From an optimization exercise on the open Yosys and OpenROAD flow, aimed at small area; shortcuts taken in it are not production practice.
Function was checked by simulation only, so behaviour that the tests miss may differ from the original.
No driver is modelled on the clock port, so clock power and skew are understated where the tree is cut down; a real chip needs a root buffer or a tree.
No activity file was given, so power comes from the tool's default toggle rates.

// main
module main(
    input [1:0] A,
    input [1:0] B,
    output [1:0] S,
    input Cin,
    output Cout,
    input CLK,
    input RST,
    output [11:8] SF_D,
    output LCD_E,
    output LCD_RS,
    output LCD_RW,
    output LCD_Enable
    );
For scale: ~160 cells after synthesis, ~18 I/O pins.
clock: 20.0 ns
lec_check: 0
cap_margin: 20
core_margin: 2
core_utilization: 35
gpl_timing_driven: 0
slew_margin: 20
standard.sh (not shown) runs the stock make flow with config.mk's settings and CLKGATE_MAP_FILE= SYNTH_SCRIPT=/design/flow/synth_recipe.tcl, a recipe that flattens the netlist after the stock synthesis.
==> flow/flow/run.sh <==
#!/bin/bash
# Own layout flow: the standard flow (standard.sh) with these changes:
#  - synthesis maps the logic with several area-oriented ABC scripts (flow/abc_*.script) and keeps
#    the smallest result, without the adder-cell pre-mapping; the rest of synth_recipe.tcl
#    (register naming, flatten, rename) is unchanged;
#  - ports are buffered with sky130_fd_sc_hd__buf_1;
#  - after clock tree synthesis, flow/collapse.tcl replaces the tree with one clock buffer that
#    drives every flip-flop (POST_CTS_TCL hook of ORFS's cts.tcl).
# make's full output goes to make.log here; ORFS's own per-step logs are under orfs/logs/.
set -euo pipefail
W=$PWD
F=$FLOW_HOME
sed 's#^  log_cmd abc {\*}\$abc_args$#  source '"$W"'/flow/portfolio.tcl#' \
  "$F/scripts/synth.tcl" > "$W/area_synth.tcl"
grep -q "flow/portfolio.tcl" "$W/area_synth.tcl"
sed "s#\$::env(SCRIPTS_DIR)/synth.tcl#$W/area_synth.tcl#" "$W/synth_recipe.tcl" > "$W/area_synth_recipe.tcl"
grep -q "area_synth.tcl" "$W/area_synth_recipe.tcl"
bash "$W/standard.sh" \
  SYNTH_SCRIPT="$W/area_synth_recipe.tcl" \
  ADDER_MAP_FILE= \
  REMOVE_ABC_BUFFERS=1 \
  BUFFER_PORTS_ARGS="-buffer_cell sky130_fd_sc_hd__buf_1" \
  POST_CTS_TCL="$W/flow/collapse.tcl" \
  finish > "$W/make.log" 2>&1
Other scripts of this flow, unchanged in this note and not shown: flow/flow/abc_01.script, flow/flow/abc_02.script, flow/flow/abc_03.script, flow/flow/abc_04.script, flow/flow/abc_05.script, flow/flow/abc_06.script, flow/flow/abc_07.script, flow/flow/abc_08.script, flow/flow/abc_09.script, flow/flow/abc_10.script, flow/flow/abc_11.script, flow/flow/abc_12.script, flow/flow/abc_13.script, flow/flow/abc_14.script, flow/flow/abc_15.script, flow/flow/abc_16.script, flow/flow/abc_17.script, flow/flow/abc_18.script, flow/flow/abc_19.script, flow/flow/abc_20.script, flow/flow/abc_21.script, flow/flow/abc_22.script, flow/flow/abc_23.script, flow/flow/abc_24.script, flow/flow/abc_25.script, flow/flow/abc_26.script, flow/flow/collapse.tcl, flow/flow/portfolio.tcl
==> next run, changes <==
--- a/flow/flow/run.sh
+++ b/flow/flow/run.sh
@@ -21 +20,0 @@
-  REMOVE_ABC_BUFFERS=1 \
Result: The new run completed without violations. Wire length came out lower by 2.1%. Maximum frequency hardly moves. Combinational power grows by 3.5%. Synthesized cell count does not change. Core utilization is higher by 0.26 points. Non-clock buffer count rose by 2. Sequential share of layout area shrinks by 0.21 points. Critical path depth does not change. Total power is higher by about 1.5%.
==> next run, changes <==
Settings changed: CAP_MARGIN 20 to 0, GPL_TIMING_DRIVEN 0 to unset, SLEW_MARGIN 20 to 0.
After rerunning:
- core utilization is lower by 0.23 points
- area after synthesis stays the same
- worst hold slack loses 0.016 ns
- power is lower by 0.93%
- maximum frequency is about the same
- wire length is lower by 4.1%
- synthesized cell count is unchanged
==> next run, changes <==
Settings changed: CAP_MARGIN 0 to 20, SLEW_MARGIN 0 to 20.
Power does not change.
Count of clock-buffer cells in the layout stays the same.
First-iteration DRC count stays the same.
Wire length stays the same.
==> next run, changes <==
Settings changed: CORE_UTILIZATION 35 to 50, PLACE_DENSITY set to 0.7.
Non-clock buffer count is unchanged; final cell count is lower by 8.0%; clock-buffer cell count does not change; first-iteration DRC count is lower by 43%; synthesized cell count is unchanged; area after synthesis does not change; global-route usage is higher by 7.0 points; routed wire length is higher by 2.0%; flip-flop and latch count does not change; worst setup slack gets better by 0.033 ns.
==> next run, changes <==
Settings changed: CORE_UTILIZATION 50 to 65, PLACE_DENSITY 0.7 to 0.8.
Outcome: Routed wire length climbs by about 2%; die area goes down by 21%; flip-flop and latch count stays the same; design area stays flat; synthesized area stays the same; final cell count shrinks by about 1.5%; first-iteration DRC count goes up by 81%; global-route usage rises by 7.3 points; clock power came out lower by about 3%.

[what the ideal ports hide]
Ports are ideal in the flow. The routed layouts listed here were re-timed in OpenROAD.
Step 1: set_driving_cell puts a clkbuf_16 on CLK and a buf_2 on each other input, an assumption about the parent block.
Step 2 moves the port delays by t, midway between the first and last clock arrival at a register: inputs arrive t later, outputs are due t later. That takes back most of the time a late clock gives input paths.
a / b / c = no drivers / after step 1 / after step 2; a / b = the first two.
run | t (ns) | setup slack, ns | worst setup path after step 2 | clock arrival spread, ns | pins driven straight from the clock port
the first run | 0.173 | 10.641 / 10.618 / 10.618 | input to output | 0.003 / 0.003 | 1
the second run | 0.179 | 10.667 / 10.647 / 10.647 | input to output | 0.001 / 0.000 | 1
the third run | 0.178 | 10.650 / 10.628 / 10.628 | input to output | 0.001 / 0.002 | 1
the fourth run | 0.178 | 10.650 / 10.628 / 10.628 | input to output | 0.001 / 0.002 | 1
the fifth run | 0.174 | 10.683 / 10.663 / 10.663 | input to output | 0.005 / 0.005 | 1
the sixth run | 0.172 | 10.696 / 10.676 / 10.676 | input to output | 0.001 / 0.001 | 1
After both steps setup and hold are still met in every run listed. For the first run, which loses most, drivers alone change the setup slack by -0.023 ns; drivers and shift together by -0.023 ns.
